Context: an optimization exercise on an open-source flow, tuned for small area. The choices shown serve that exercise and are no tape-out recipe. The RTL was checked by simulation tests, not by an equivalence proof against the original design.

### flow/design.v
module cordic(angle,out1,clk);
   parameter word_SZ = 32;    
	parameter frac_SZ = 15;
	input signed [word_SZ-1:0] angle;
	input clk;
	wire signed [word_SZ-1:0] out;
	output reg signed [15:0] out1;
	wire signed [word_SZ-1:0] x;
	wire signed [word_SZ-1:0] y;
	Cordic_hyp cordic_hyp(angle, clk, x, y);
	CORDIC_Div cordic_div(y, x, clk, out);
	always@(posedge clk)
	begin
	out1= out[15:0];
	end
endmodule
module Cordic_hyp (z_in, clk, x_out, y_out);
   parameter word_SZ = 32;    
	parameter frac_SZ = 15;
	localparam num_OfStage = frac_SZ;
	input signed [word_SZ-1:0] z_in;
	input clk;
	output signed [word_SZ-1:0] x_out;
	output signed [word_SZ-1:0] y_out;
	wire [word_SZ-1:0] x_stage_Out [num_OfStage-1:0];
	wire [word_SZ-1:0] y_stage_Out [num_OfStage-1:0];
	wire [word_SZ-1:0] z_stage_Out [num_OfStage-1:0];
	wire signed [word_SZ-1:0] x_in;
	wire signed [word_SZ-1:0] y_in;
	assign y_in = 0;
	assign x_in = 16'd32768;
	wire signed [31:0] atan_table [0:30];
   assign atan_table[00] = 32'b00100000000000000000000000000000;
   assign atan_table[01] = 32'b00010000000000000000000000000000;
   assign atan_table[02] = 32'b00001000000000000000000000000000;
   assign atan_table[03] = 32'b00000100000000000000000000000000; 
   assign atan_table[04] = 32'b00000010000000000000000000000000;
   assign atan_table[05] = 32'b00000001000000000000000000000000;
   assign atan_table[06] = 32'b00000000100000000000000000000000;
   assign atan_table[07] = 32'b00000000010000000000000000000000;
   assign atan_table[08] = 32'b00000000001000000000000000000000;
   assign atan_table[09] = 32'b00000000000100000000000000000000;
   assign atan_table[10] = 32'b00000000000010000000000000000000;
   assign atan_table[11] = 32'b00000000000001000000000000000000;
   assign atan_table[12] = 32'b00000000000000100000000000000000;
   assign atan_table[13] = 32'b00000000000000010000000000000000;
   assign atan_table[14] = 32'b00000000000000001000000000000000;
   assign atan_table[15] = 32'b00000000000000000100000000000000;
	Cordic_SubSection #(.word_SZ(word_SZ), .frac_SZ(frac_SZ), .stage(0)) subCore(x_in,y_in,z_in,atan_table[0],clk,x_stage_Out[0],y_stage_Out[0],z_stage_Out[0]);
	genvar i;
   generate
		for (i=1; i < (num_OfStage); i=i+1)
		begin: XYZ
			Cordic_SubSection #(.word_SZ(word_SZ), .frac_SZ(frac_SZ), .stage(i)) subCore(x_stage_Out[i-1],y_stage_Out[i-1],z_stage_Out[i-1],atan_table[i],clk,x_stage_Out[i],y_stage_Out[i],z_stage_Out[i]);
		end
   endgenerate
	assign x_out = x_stage_Out [num_OfStage-1];
	assign y_out = y_stage_Out [num_OfStage-1];
endmodule
module Cordic_SubSection(x_in,y_in,z_in,arcTan,clk,x_out,y_out,z_out);
   parameter word_SZ = 32;    
	parameter frac_SZ = 15;
	parameter stage = 0;
	input signed [word_SZ-1:0] y_in;
	input signed [word_SZ-1:0] x_in;
	input signed [word_SZ-1:0] z_in;
	input signed [word_SZ-1:0] arcTan;
	input clk;
	output reg signed [word_SZ-1:0] x_out;
	output reg signed [word_SZ-1:0] y_out;
	output reg signed [word_SZ-1:0] z_out;
	wire z_sign;
	assign z_sign = z_in[word_SZ-1];
	wire signed [word_SZ-1:0] x_shifted;
	wire signed [word_SZ-1:0] y_shifted;
	assign x_shifted = x_in >>> (stage+1);
	assign y_shifted = y_in >>> (stage+1);
	always @(posedge clk)
	begin
		x_out <= z_sign ? x_in - y_shifted    : x_in + y_shifted;
		y_out <= z_sign ? y_in - x_shifted    : y_in + x_shifted;
		z_out <= z_sign ? z_in + arcTan 	  : z_in - arcTan;
	end		
endmodule
module CORDIC_Div (y_in, x_in, clk, z_out);
   parameter word_SZ = 32;    
	parameter frac_SZ = 15;
	localparam num_OfStage = frac_SZ-1;
	input signed [word_SZ-1:0] y_in;
	input signed [word_SZ-1:0] x_in;
	input clk;
	output signed [word_SZ-1:0] z_out;
	wire [word_SZ-1:0] x_stage_Out [num_OfStage-1:0];
	wire [word_SZ-1:0] y_stage_Out [num_OfStage-1:0];
	wire [word_SZ-1:0] z_stage_Out [num_OfStage-1:0];
	wire signed [word_SZ-1:0] z_in;
	assign z_in = 0;
	CorDIC_Div_SubSection #(.word_SZ(word_SZ), .frac_SZ(frac_SZ), .stage(0)) subDiv(x_in,y_in,z_in,clk,z_stage_Out[0],y_stage_Out[0],x_stage_Out[0]);
	genvar i;
   generate
		for (i=1; i < (num_OfStage); i=i+1)
		begin: XYZ
			CorDIC_Div_SubSection #(.word_SZ(word_SZ), .frac_SZ(frac_SZ), .stage(i)) subDiv(x_stage_Out[i-1],y_stage_Out[i-1],z_stage_Out[i-1],clk,z_stage_Out[i],y_stage_Out[i],x_stage_Out[i]);
		end
   endgenerate
	assign z_out = z_stage_Out[num_OfStage-1];
endmodule
module CorDIC_Div_SubSection(x_in,y_in,z_in,clk,z_out,y_out,x_out);
   parameter word_SZ = 32;    
	parameter frac_SZ = 15;
	parameter stage = 0;
	input signed [word_SZ-1:0] y_in;
	input signed [word_SZ-1:0] x_in;
	input signed [word_SZ-1:0] z_in;
	input clk;
	output reg signed [word_SZ-1:0] z_out;
	output reg signed [word_SZ-1:0] y_out;
	output reg signed [word_SZ-1:0] x_out;
	wire y_sign;
	assign y_sign = y_in[word_SZ-1];
	wire signed [word_SZ-1:0] x_shifted;
	assign x_shifted = x_in >>> stage;
	localparam firstZero = stage+1;
	localparam lastZero = frac_SZ - stage;
	wire signed [word_SZ-1:0]z_shifted = {{firstZero{1'b0}},1'b1,{lastZero{1'b0}}};
	always @(posedge clk)
	begin
		y_out <= y_sign ? y_in + x_shifted    : y_in - x_shifted;
		z_out <= y_sign ? z_in - z_shifted 	  : z_in + z_shifted;
		x_out <= x_in;
	end
endmodule
### flow/run.sh
#!/bin/bash
# synth_recipe.tcl (not shown) runs the flow's synth.tcl, then flattens the netlist and writes it again
# the make line also repeats each setting of config.mk as NAME=value (left out here)
make -C /OpenROAD-flow-scripts/flow DESIGN_CONFIG=/design/flow/config.mk WORK_HOME=/design/flow/orfs CLKGATE_MAP_FILE= SYNTH_SCRIPT=/design/flow/synth_recipe.tcl finish
### flow/config.mk
export PLATFORM = sky130hd
export DESIGN_NAME = cordic
export DESIGN_NICKNAME = cordic
export VERILOG_FILES = /design/flow/design.v
export SDC_FILE = /design/flow/constraint.sdc
export NUM_CORES = 4
export LEC_CHECK = 0
export CAP_MARGIN = 20
export CORE_MARGIN = 2
export CORE_UTILIZATION = 40
export SLEW_MARGIN = 20
### flow/constraint.sdc
create_clock -name core_clock -period 5.5 [get_ports {clk}]
set_input_delay 1.1000 -clock core_clock [delete_from_list [all_inputs] [get_ports {clk}]]
set_output_delay 1.1000 -clock core_clock [all_outputs]
set_load 0.01 [all_outputs]
==> results.txt <==
routing by layer:
| layer | GRT usage | share of wire | up-vias |
|---|---|---|---|
| met5 | 0 | 0 | - |
| met4 | 0.0524 | 0.026 | 0 |
| met3 | 0.0186 | 0.038 | 409 |
| met2 | 0.332 | 0.48 | 1535 |
| met1 | 0.241 | 0.46 | 42500 |
| li1 | - | - | 47100 |
state kept, by name (all words and copies together) (netlist names):
name,flops
cordic_div.subDiv.x_out,31
cordic_hyp.subCore.y_out,1
cordic_div.subDiv.y_out,32
cordic_div.XYZ.subDiv.x_out,275
cordic_div.XYZ.subDiv.y_out,353
cordic_hyp.XYZ.subCore.z_out,193
cordic_hyp.XYZ.subCore.y_out,399
cordic_hyp.subCore.z_out,16
out1,13
cordic_div.XYZ.subDiv.z_out,91
cordic_hyp.XYZ.subCore.x_out,398
cell usage in the layout (no fill, tap or decap), types with 174 or more instances in the layout:
master,n
nor2_1,1132
dfxtp_1,1790
nand2b_1,180
inv_1,580
ha_1,1425
nor2b_1,174
xnor2_1,1170
o21ai_0,543
a21o_1,613
clkbuf_16,209
a21oi_1,1444
o21bai_1,184
nand2_1,576
nor3_1,341
xor2_1,739
nand3_1,200
area by class of cell:
cell class                 count  area (um^2)
fill                       28400       160000
multi-input combinational  10600        76600
sequential                  1802        36100
clock buffer                 268         5720
tap                         3781         4730
inverter                     582         2180
clock inverter               114         1600
timing repair buffer          99          816
antenna                        1         2.50
logic make-up (layout without fill, tap and decap cells):
family                     after synthesis  count (layout)  synth area share
xor gates and xnor gates              1909            1909             0.144
buffers and inverters                  839            1063            0.0273
adders and majority gates             1475            1475             0.163
muxes                                  130             130            0.0115
other                                    2               4         0.0000648
and+or+nand+nor                       3275            3275             0.137
DFF                                   1802            1802             0.311
AOI/OAI and AO/OA                     3766            3766             0.205
path summary, 6_finish.rpt:
check | startpoint | end | slack, ns | cells after the start
setup / recovery | cordic_hyp.XYZ[5].subCore.x_out[13] | cordic_hyp.XYZ[6].subCore.y_out[31] | 0.65 | 16
hold / removal | cordic_hyp.subCore.z_out[23] | cordic_hyp.XYZ[1].subCore.z_out[23] | 0.31 | 0
setup reg to reg | cordic_hyp.XYZ[5].subCore.x_out[13] | cordic_hyp.XYZ[6].subCore.y_out[31] | 0.65 | 16
hold reg to reg | cordic_hyp.subCore.z_out[23] | cordic_hyp.XYZ[1].subCore.z_out[23] | 0.31 | 0
per-stage QoR:
stage	hold slack (ns)	instances	utilization	worst slack (ns)
final	0.310	17200	0.443	0.646
after global routing	0.314	17200	0.443	0.310
after CTS	0.298	17200	0.443	0.731
after detailed placement	0.312	16800	0.418	0.774
after global placement	0.311	16800	0.418	0.812
after floorplan	0.310	13200	-	1.41
==> flow_metrics.py <==
metrics = {
    "worst_setup_path": {
        "cp.required_ns": 6.28,
        "slowest_delay_ns": 0.61,
        "worstPathArrival_ns": 5.64,
        "timing.critical_path.fanout_max": 5,
        "timing.critical_path.cells": "or4_1 -> nor4_1 -> and2_1 -> a21oi_1 -> xnor2_1 -> ha_1 -> a21o_1 -> a21oi_1 -> o21bai_1 -> a211oi_1 -> o21ai_0 -> a211o_1 -> a2111oi_2 -> nor3_1 -> o211a_1 -> nor3_1",
        "critical_path.top_delay_family": "compound AO/OA/AOI/OAI gates",
        "worstSetupEndpointType": "flip-flop",
        "crit_buf_inv": 0,
        "timing.setup.critical_path_class": "flip-flop to flip-flop",
        "cp-start-kind": "flip-flop",
        "slowest_stage": "or4_1",
    },
    "die": {
        "floorplan.die.width_um": 542,
        "fp.dieArea_um2": 294000,
        "die-height_um": 542,
        "number_of_placed_i_o_pins": 49,
        "row_count": 197,
        "floorplan.initialDensity": 0.402,
        "fp.coreArea_um2": 288000,
    },
    "routing": {
        "wl_per_cell_um": 16.6,
        "totalWireLength_um": 286000,
        "drc_errors": 0,
        "route.antenna.remaining_nets": 0,
        "initialDrtViolationCount": 5562,
        "viasPerCell": 5.32,
        "dr_vias": 91600,
        "number_of_optimization_iterations_in_the_first_detailed_route_pass": 8,
    },
    "clock_network": {
        "clk_latency_ns": 0.88,
        "htreeDepth": 4,
        "hold_buf_count_cts": 0,
        "total_number_of_clock_tree_sinks": 1802,
        "post_cts.repair.setup_buffers": 0,
        "cts_tree": "yes",
        "cts_root_buf": "clkbuf_16",
        "cts-resized-gates": 0,
        "cts.clk_slew.worst_paths_ns": 0.06,
        "clock_tree.buffer_depth": 4,
        "cts_buffers": 207,
    },
    "finish": {
        "area_growth_syn_to_layout_pct": 10.3,
        "final_nets": 14800,
        "stdcell_area_um2": 128000,
        "drive_gt1_frac": 0.0422,
    },
    "timing": {
        "timing.final.max_slew_violations": 0,
        "setup_viol": 0,
        "timing.clock.skew_ns": 0.0353,
        "slew_headroom": 0.298,
        "totalNegativeSetupSlack_ns": 0,
        "max_freq_mhz": 206,
        "post-route-min-period_ns": 4.85,
        "unrepaired_setup_endpoints_after_global_routing": "false",
        "worst-slew-pin-transition_ns": 1.03,
        "period_share": 0.883,
        "hold_viol_final": 0,
    },
    "logic_synthesis": {
        "fraction_of_post_synthesis_cell_area_in_the_top_cell_type_by_area": 0.311,
        "syn-cell-area_um2": 116000,
        "yosysWarningCount": 32,
        "post_synth_main_area_contributors": "dfxtp_1, ha_1, xnor2_1, a21oi_1, xor2_1",
        "synth_ff_type": "dfxtp_1",
        "synth_cell_type_count": 100,
        "netlist.top_cell.by_area": "dfxtp_1",
        "postSynthCellCount": 13200,
        "synth.most_common_cell": "dfxtp_1",
        "synth_enable_flop_cells": 0,
        "fraction_of_the_yosys_area_taken_by_sequential_cells": 0.311,
        "syn-mean-instance-area_um2": 8.77,
        "ys_ff_latch": 1802,
        "commonest_cells_in_the_synthesized_netlist": "dfxtp_1, a21oi_1, ha_1",
        "post_synthesis_async_set_or_reset_flop_share": 0,
    },
    "global_route": {
        "grt.overflow.total": 0,
        "grt_first_pass_wirelength_um": 456000,
        "grtUsageTotal": 0.188,
        "antenna_found_initial": 3,
        "grt_start_max_net_pins": 52,
        "grt_pass1_vias": 86800,
    },
    "place": {
        "dp_hpwl_um": 231000,
        "count_of_input_and_output_buffers": 29,
        "placed_standard_cell_area_um2": 120000,
        "globalplace.congestion": 0.900,
    },
    "min_path": {
        "hp-class": "flip-flop to flip-flop",
    },
    "job": {
        "maxCapViolCount": 0,
    },
    "run_status": {
        "outcome": "no timing/DRC/antenna violations",
    },
}

-- static timing again, ports no longer ideal --
No port has a modelled driver above. Below, the same layout with a new extraction and two added sets of constraints.
Step 1, drivers: a clkbuf_16 drives clk and a buf_2 each remaining input, both assumed.
Step 2 moves the port delays by t, midway between the first and last clock arrival at a register: inputs arrive t later, outputs are due t later. That takes back most of the time a late clock gives input paths.
a / b / c = ideal ports / drivers / drivers and shift; a / b = the first two.
t, ns: 0.963
setup WS [ns]: 0.646 / 0.646 / 0.646
worst setup path after step 2: register to register
cell pins on the clock port's net: 1
After both steps setup and hold are still met in this run. The setup slack of this run moves by 0.000 ns with the drivers and by 0.000 ns with both steps.
